From an optimization exercise on the open Yosys and OpenROAD flow, aimed at small area; shortcuts taken in it are not production practice. In this exercise RTL edits were held to simulation tests only and were not proved equivalent to the original. The clock input has no modelled driver; a real chip could not lean on it and would need a root buffer or a full tree. Power and IR drop assume default switching activity.

==> flow/design.v (excerpt) <==
module i2c_drive(clk,rst_n,bit_ctrl,i2c_enable,i2c_rh_wl,i2c_addr,i2c_data_w,i2c_data_r,i2c_done,scl,sda_in,sda_out,sda_dir);
For scale: ~160 cells after synthesis, roughly 42 I/O pins.
export LEC_CHECK = 0
export CAP_MARGIN = 20
export CORE_MARGIN = 2
export CORE_UTILIZATION = 40
export SLEW_MARGIN = 20
create_clock -name core_clock -period 5.0 [get_ports {clk}]
run.sh (not shown) runs the stock make flow with config.mk's settings and CLKGATE_MAP_FILE= SYNTH_SCRIPT=/design/flow/synth_recipe.tcl, a recipe that flattens the netlist after the stock synthesis.
Change:
==> flow/flow/run.sh (new file) <==
#!/bin/bash
set -euo pipefail
export BUFFER_PORTS_ARGS="-buffer_cell sky130_fd_sc_hd__buf_1"
export CTS_ARGS="-sink_clustering_enable -repair_clock_nets -dont_use_dummy_load"
bash standard.sh > flow_standard.log 2>&1
==> flow/standard.sh (new file) <==
#!/bin/bash
# synth_recipe.tcl (not shown) runs the flow's synth.tcl, then flattens the netlist and writes it again
# the make line also repeats each setting of config.mk as NAME=value (left out here)
make -C /OpenROAD-flow-scripts/flow DESIGN_CONFIG=/design/flow/config.mk WORK_HOME=/design/flow/orfs CLKGATE_MAP_FILE= SYNTH_SCRIPT=/design/flow/synth_recipe.tcl "${@:-finish}"
removed: flow/run.sh
=>
- cell area is lower by 12%
- first-iteration DRC count is lower by 49%
- sequential share of layout area is higher by 6.4 points
- worst hold slack gets worse by 6.4 ps
- fmax is higher by 11%
- sequential cell count does not change
- wire length is lower by 6.6%
- total power is lower by 19%
- setup slack gets better by 350 ps
- global-route usage is lower by 1.0 points
- via count is lower by 1.6%


## job 3444
i2c_drive again, from the RTL that the note above started with.
Settings: LEC_CHECK=0, CAP_MARGIN=0, CORE_MARGIN=2, CORE_UTILIZATION=65, SLEW_MARGIN=0; clock period 5.0 ns.
standard.sh (not shown) runs the stock make flow with config.mk's settings and CLKGATE_MAP_FILE= SYNTH_SCRIPT=/design/flow/synth_recipe.tcl, a recipe that flattens the netlist after the stock synthesis.
==> flow/flow/run.sh <==
#!/bin/bash
# The standard layout (standard.sh) with these changes:
#  - Yosys's technology mapping (abc) uses an area-oriented script
#    (flow/abc_area_map.script) in place of ORFS's delay-oriented one; the
#    registers come from the standard synthesis unchanged, abc maps only the
#    combinational logic;
#  - ports are buffered with the smallest buffer (buf_1);
#  - the clock tree is built by flow/manual_cts.tcl: the clock port drives one
#    root buffer, which drives one leaf buffer per cluster of registers.
# ORFS's scripts are copied here and patched; each tool's log stays in
# orfs/logs, and make's output in flow_standard.log.
set -euo pipefail
here=$(pwd)
rm -rf "$here/orfs_scripts"
cp -r "$FLOW_HOME/scripts" "$here/orfs_scripts"
cp "$here/flow/abc_area_map.script" "$here/orfs_scripts/abc_speed.script"
cp "$here/flow/abc_area_map.script" "$here/orfs_scripts/abc_area.script"
python3 - "$here/orfs_scripts/cts.tcl" "$here/flow/manual_cts.tcl" <<'PY'
import sys
p, m = sys.argv[1], sys.argv[2]
s = open(p).read()
old = "log_cmd clock_tree_synthesis {*}$cts_args"
assert old in s
s = s.replace(old, "source %s\nmanual_clock_tree sky130_fd_sc_hd__clkbuf_1 sky130_fd_sc_hd__clkbuf_8 3\ndetailed_placement" % m)
open(p, "w").write(s)
PY
export SCRIPTS_DIR="$here/orfs_scripts"
export BUFFER_PORTS_ARGS="-buffer_cell sky130_fd_sc_hd__buf_1"
bash standard.sh > "$here/flow_standard.log" 2>&1
Other scripts of this flow, unchanged in this note and not shown: flow/flow/abc_area_map.script, flow/flow/manual_cts.tcl
The following lists how job 1274 was set up differently from job 3444:
--- a/flow/config.mk
+++ b/flow/config.mk
@@ -8,4 +8,4 @@
 export CAP_MARGIN = 0
 export CORE_MARGIN = 2
-export CORE_UTILIZATION = 65
+export CORE_UTILIZATION = 40
 export SLEW_MARGIN = 0
[summary]
The minimum period implied by the final worst setup slack reported for job 1274 is greater than that of job 3444 by 0.068 ns. Job 1274 does worse than job 3444 on worst max-slew margin expressed relative to the limit. Worst setup slack in job 1274 is 0.068 ns below job 3444. | critical path depth in cells | job 1274 vs job 3444 | ≈ equal |. Diff job 3444 -> job 1274 | combinational share of power | decrease of 0.4 points. | sum of routed wire length over all layers | job 1274 vs job 3444 | worse |. Job 1274 against job 3444: half-perimeter wire length of the detailed placement result now sits higher, first-iteration DRC count saw an increase, global-route usage has decreased, ratio of final minimum period to clock period +1.4 points.
In every run of this note, the design's own scripts or RTL, not TritonCTS, make the clock network.


The RTL this note starts from:
==> flow/design.v <==
module i2c_drive(clk,rst_n,bit_ctrl,i2c_enable,i2c_rh_wl,i2c_addr,i2c_data_w,i2c_data_r,i2c_done,scl,sda_in,sda_out,sda_dir);
	input clk;
	input rst_n;
	input bit_ctrl;
	input i2c_enable;
	input i2c_rh_wl;
	input [15:0] i2c_addr;
	input [7:0] i2c_data_w;
	output reg [7:0] i2c_data_r;
	output i2c_done;
	output scl;
	input sda_in;
	output sda_out;
	output sda_dir;
	localparam IDLE=3'd0, SA=3'd1, A16=3'd2, A8=3'd3, DW=3'd4, AR=3'd5, DR=3'd6, STOP=3'd7;
	reg [2:0] state;
	reg [3:0] slot;		 
	reg [1:0] g;		 
	reg wr_flag;		 
	reg [23:0] sh;		 
	wire qa = g==2'b00;	 
	wire qd = g==2'b10;	 
	wire s_idle = state==IDLE;
	wire s_sa   = state==SA;
	wire s_a16  = state==A16;
	wire s_a8   = state==A8;
	wire s_dw   = state==DW;
	wire s_ar   = state==AR;
	wire s_dr   = state==DR;
	wire s_stop = state==STOP;
	wire lng = s_sa | s_ar;
	wire [3:0] last = s_stop ? 4'd3 : lng ? 4'd9 : 4'd8;
	wire ph_end = qd & (slot==last);
	wire shift = ~slot[3] & ((qd & (s_a16 | s_a8 | s_dw | (s_sa & ~bit_ctrl))) | (qa & s_dr));
	always @(posedge clk)
		if (s_idle)
			wr_flag <= i2c_rh_wl;
	wire hold = ~s_idle & ~shift;
	always @(posedge clk) begin
		sh <= ({24{s_idle}} & {i2c_addr, i2c_data_w}) | ({24{shift}} & {sh[22:0], sda_in}) | ({24{hold}} & sh);
	end
	always @(posedge clk) begin
		if (s_idle)
			slot <= 4'd15;
		else if (ph_end)
			slot <= 4'd0;
		else if (qd)
			slot <= slot + 4'd1;
	end
	always @(posedge clk)
		g[0] <= ~s_idle & ~g[1];
	always @(posedge clk or negedge rst_n) begin
		if (!rst_n) begin
			state <= IDLE;
			g[1] <= 1'b1;
		end else begin
			g[1] <= s_idle | g[0];
			case (state)
				IDLE: if (i2c_enable) state <= SA;
				SA:   if (ph_end) state <= bit_ctrl ? A16 : A8;
				A16:  if (ph_end) state <= A8;
				A8:   if (ph_end) state <= wr_flag ? AR : DW;
				DW:   if (ph_end) state <= STOP;
				AR:   if (ph_end) state <= DR;
				DR:   if (ph_end) state <= STOP;
				STOP: if (ph_end) state <= IDLE;
			endcase
		end
	end
	always @(posedge clk or negedge rst_n) begin
		if (!rst_n)
			i2c_data_r <= 8'd0;
		else if (s_dr & slot[3] & g==2'b11)
			i2c_data_r <= sh[7:0];
	end
	assign i2c_done = s_idle & ~g[1];
	assign scl = g[0] | s_idle | (s_sa & (slot==4'd15 | (slot==4'd0 & ~qd))) | (s_stop & ~(slot==4'd0 & qa));
	assign sda_dir = s_dr ? slot[3] : ~(slot==last & (lng | s_a16 | s_a8 | s_dw));
	reg bitv;
	always @(*) begin
		case (state)
			SA:   bitv = slot==4'd0 ? qa : (slot[0] & (~slot[2] | slot[3]));
			AR:   bitv = slot==4'd0 ? ~g[1] : (slot[0] & (~slot[2] | slot[3])) | (slot[3] & ~slot[0]);
			A16, A8, DW: bitv = sh[23];
			STOP: bitv = slot!=4'd0 | qd;
			default: bitv = 1'b1;
		endcase
	end
	assign sda_out = bitv;
endmodule
clock: 5.0 ns
lec_check: 0
cap_margin: 20
core_margin: 2
core_utilization: 40
slew_margin: 20
==> flow/flow/run.sh <==
#!/bin/bash
# The standard layout (standard.sh) with these changes:
#  - Yosys's technology mapping (abc) uses an area-oriented script
#    (flow/abc_area_map.script) in place of ORFS's delay-oriented one; the
#    registers come from the standard synthesis unchanged, abc maps only the
#    combinational logic;
#  - ports are buffered with the smallest buffer (buf_1);
#  - the clock tree is built by flow/manual_cts.tcl: the clock port drives one
#    root buffer, which drives one leaf buffer per cluster of registers.
# ORFS's scripts are copied here and patched; each tool's log stays in
# orfs/logs, and make's output in flow_standard.log.
set -euo pipefail
here=$(pwd)
rm -rf "$here/orfs_scripts"
cp -r "$FLOW_HOME/scripts" "$here/orfs_scripts"
cp "$here/flow/abc_area_map.script" "$here/orfs_scripts/abc_speed.script"
cp "$here/flow/abc_area_map.script" "$here/orfs_scripts/abc_area.script"
python3 - "$here/orfs_scripts/cts.tcl" "$here/flow/manual_cts.tcl" <<'PY'
import sys
p, m = sys.argv[1], sys.argv[2]
s = open(p).read()
old = "log_cmd clock_tree_synthesis {*}$cts_args"
assert old in s
s = s.replace(old, "source %s\nmanual_clock_tree sky130_fd_sc_hd__clkbuf_1 sky130_fd_sc_hd__buf_4 5\ndetailed_placement" % m)
open(p, "w").write(s)
PY
export SCRIPTS_DIR="$here/orfs_scripts"
export BUFFER_PORTS_ARGS="-buffer_cell sky130_fd_sc_hd__buf_1"
bash standard.sh > "$here/flow_standard.log" 2>&1
==> flow/flow/manual_cts.tcl <==
# A two-level clock tree: the clock port drives one root buffer, which drives
# one leaf buffer per cluster of registers (k-means on the clock pins'
# locations); each leaf buffer sits at its cluster's centre.
proc mcts_connect { block master name in_net sinks x y } {
  set buf [odb::dbInst_create $block $master $name]
  set net [odb::dbNet_create $block "clknet_$name"]
  $net setSigType CLOCK
  foreach it $sinks {
    $it disconnect
    $it connect $net
  }
  [$buf findITerm A] connect $in_net
  [$buf findITerm X] connect $net
  $buf setLocation [expr { int($x) }] [expr { int($y) }]
  $buf setPlacementStatus PLACED
}

proc manual_clock_tree { root_name leaf_name k } {
  set block [ord::get_db_block]
  set db [ord::get_db]
  set port_net [[$block findBTerm clk] getNet]
  $port_net setSigType CLOCK
  set sinks {}
  set xs {}
  set ys {}
  foreach it [$port_net getITerms] {
    lappend sinks $it
    set loc [[$it getInst] getLocation]
    lappend xs [lindex $loc 0]
    lappend ys [lindex $loc 1]
  }
  set n [llength $sinks]
  # k-means, seeded with evenly spaced sinks sorted by x
  set order [lsort -integer -indices $xs]
  set cx {}
  set cy {}
  for { set c 0 } { $c < $k } { incr c } {
    set i [lindex $order [expr { int(($c + 0.5) * $n / $k) }]]
    lappend cx [lindex $xs $i]
    lappend cy [lindex $ys $i]
  }
  for { set iter 0 } { $iter < 50 } { incr iter } {
    set asg {}
    for { set i 0 } { $i < $n } { incr i } {
      set best 0
      set bd 1e30
      for { set c 0 } { $c < $k } { incr c } {
        set d [expr { abs([lindex $xs $i] - [lindex $cx $c]) + abs([lindex $ys $i] - [lindex $cy $c]) }]
        if { $d < $bd } { set bd $d; set best $c }
      }
      lappend asg $best
    }
    set ncx {}
    set ncy {}
    for { set c 0 } { $c < $k } { incr c } {
      set sx 0.0; set sy 0.0; set m 0
      for { set i 0 } { $i < $n } { incr i } {
        if { [lindex $asg $i] == $c } {
          set sx [expr { $sx + [lindex $xs $i] }]
          set sy [expr { $sy + [lindex $ys $i] }]
          incr m
        }
      }
      if { $m > 0 } {
        lappend ncx [expr { $sx / $m }]
        lappend ncy [expr { $sy / $m }]
      } else {
        lappend ncx [lindex $cx $c]
        lappend ncy [lindex $cy $c]
      }
    }
    set cx $ncx
    set cy $ncy
  }
  set root_net_sinks {}
  set leaf_master [$db findMaster $leaf_name]
  set rx 0.0; set ry 0.0
  for { set c 0 } { $c < $k } { incr c } {
    set cs {}
    for { set i 0 } { $i < $n } { incr i } {
      if { [lindex $asg $i] == $c } { lappend cs [lindex $sinks $i] }
    }
    if { [llength $cs] == 0 } { continue }
    # the leaf buffer's input starts on the port net; it moves to the root's net below
    mcts_connect $block $leaf_master "clkbuf_1_${c}_clk" $port_net $cs [lindex $cx $c] [lindex $cy $c]
    lappend root_net_sinks [[$block findInst "clkbuf_1_${c}_clk"] findITerm A]
    set rx [expr { $rx + [lindex $cx $c] }]
    set ry [expr { $ry + [lindex $cy $c] }]
    puts "manual clock tree: leaf $c $leaf_name drives [llength $cs] sinks"
  }
  set kk [llength $root_net_sinks]
  mcts_connect $block [$db findMaster $root_name] "clkbuf_0_clk" $port_net $root_net_sinks [expr { $rx / $kk }] [expr { $ry / $kk }]
  puts "manual clock tree: root $root_name drives $kk leaves"
}
Other scripts of this flow, unchanged in this note and not shown: flow/flow/abc_area_map.script
Then changed:
--- a/flow/flow/run.sh
+++ b/flow/flow/run.sh
@@ -6,4 +6,6 @@
 #    combinational logic;
 #  - ports are buffered with the smallest buffer (buf_1);
+#  - no timing repair at floorplan, and power (size) recovery after global
+#    routing;
 #  - the clock tree is built by flow/manual_cts.tcl: the clock port drives one
 #    root buffer, which drives one leaf buffer per cluster of registers.
@@ -22,8 +24,13 @@
 old = "log_cmd clock_tree_synthesis {*}$cts_args"
 assert old in s
-s = s.replace(old, "source %s\nmanual_clock_tree sky130_fd_sc_hd__clkbuf_1 sky130_fd_sc_hd__buf_4 5\ndetailed_placement" % m)
+s = s.replace(old, "source %s\nmanual_clock_tree sky130_fd_sc_hd__clkbuf_1 sky130_fd_sc_hd__buf_4 5\ndetailed_placement\nsize_clock_leaves 0.100 {sky130_fd_sc_hd__buf_4 sky130_fd_sc_hd__buf_6 sky130_fd_sc_hd__buf_8 sky130_fd_sc_hd__buf_12}\ndetailed_placement" % m)
 open(p, "w").write(s)
 PY
 export SCRIPTS_DIR="$here/orfs_scripts"
 export BUFFER_PORTS_ARGS="-buffer_cell sky130_fd_sc_hd__buf_1"
+# no timing repair before placement (it upsizes drivers of high-fanout nets
+# that placement buffers anyway), and downsizing of non-critical cells after
+# global routing
+export REMOVE_ABC_BUFFERS=1
+export RECOVER_POWER=100
 bash standard.sh > "$here/flow_standard.log" 2>&1
--- a/flow/flow/manual_cts.tcl
+++ b/flow/flow/manual_cts.tcl
@@ -93,2 +93,32 @@
   puts "manual clock tree: root $root_name drives $kk leaves"
 }
+
+# Upsize each leaf buffer whose registers' clock pins see a slew above
+# max_slew (ns, placement parasitics), through the given list of cells.
+proc size_clock_leaves { max_slew sizes } {
+  set block [ord::get_db_block]
+  set_propagated_clock [all_clocks]
+  estimate_parasitics -placement
+  foreach inst [$block getInsts] {
+    set name [$inst getName]
+    if { ![string match "clkbuf_1_*_clk" $name] } { continue }
+    while { 1 } {
+      set worst 0.0
+      foreach it [[[$inst findITerm X] getNet] getITerms] {
+        if { [$it isInputSignal] || [[$it getMTerm] getName] == "CLK" } {
+          set pin [get_pins "[[$it getInst] getName]/[[$it getMTerm] getName]"]
+          set s [get_property $pin slew_max]
+          if { $s > $worst } { set worst $s }
+        }
+      }
+      set cur [[$inst getMaster] getName]
+      set i [lsearch $sizes $cur]
+      if { $worst <= $max_slew || $i < 0 || $i + 1 >= [llength $sizes] } {
+        puts "clock leaf $name: $cur, worst register clock slew [format %.3f $worst] ns"
+        break
+      }
+      replace_cell $name [lindex $sizes [expr { $i + 1 }]]
+      estimate_parasitics -placement
+    }
+  }
+}
After rerunning:
- wire length goes up by a few percent
- die area does not change
- total power goes up by a few percent
- clock skew fell by 0.016 ns
No run of this note takes its clock network from TritonCTS; it comes from the design's own scripts or RTL.

-- port drivers added, routing unchanged --
The flow's constraints put no driver on any port. The routed layouts listed below were extracted and timed again, unchanged, in two steps. Step 1 (the two cells are an assumption about what drives the block):
set clk [get_ports {clk}]
set_driving_cell -lib_cell sky130_fd_sc_hd__clkbuf_16 $clk
set_driving_cell -lib_cell sky130_fd_sc_hd__buf_2 [delete_from_list [all_inputs] $clk]
Step 2, shift: input delay + t, output delay - t, t = (earliest + latest rising clock arrival at the registers) / 2. This alone moves slack from input paths to output paths. Three values: ideal ports, drivers, drivers and shift; two values: the first two.
| run | shift t [ns] | setup WS [ns] | worst setup path at the end |
|---|---|---|---|
| the first run of note 1 | 0.311 | 1.350 / 1.324 / 1.635 | register to output |
| the second run of note 1 | 0.303 | 1.701 / 1.678 / 1.981 | register to output |
| job 3444 | 0.474 | 1.378 / 1.362 / 1.836 | register to output |
| job 1274 | 0.510 | 1.310 / 1.288 / 1.798 | register to output |
| the first run of note 3 | 0.495 | 0.913 / 0.891 / 1.386 | register to output |
| the second run of note 3 | 0.520 | 1.024 / 1.001 / 1.520 | register to output |
After both steps every run listed still meets setup and hold.
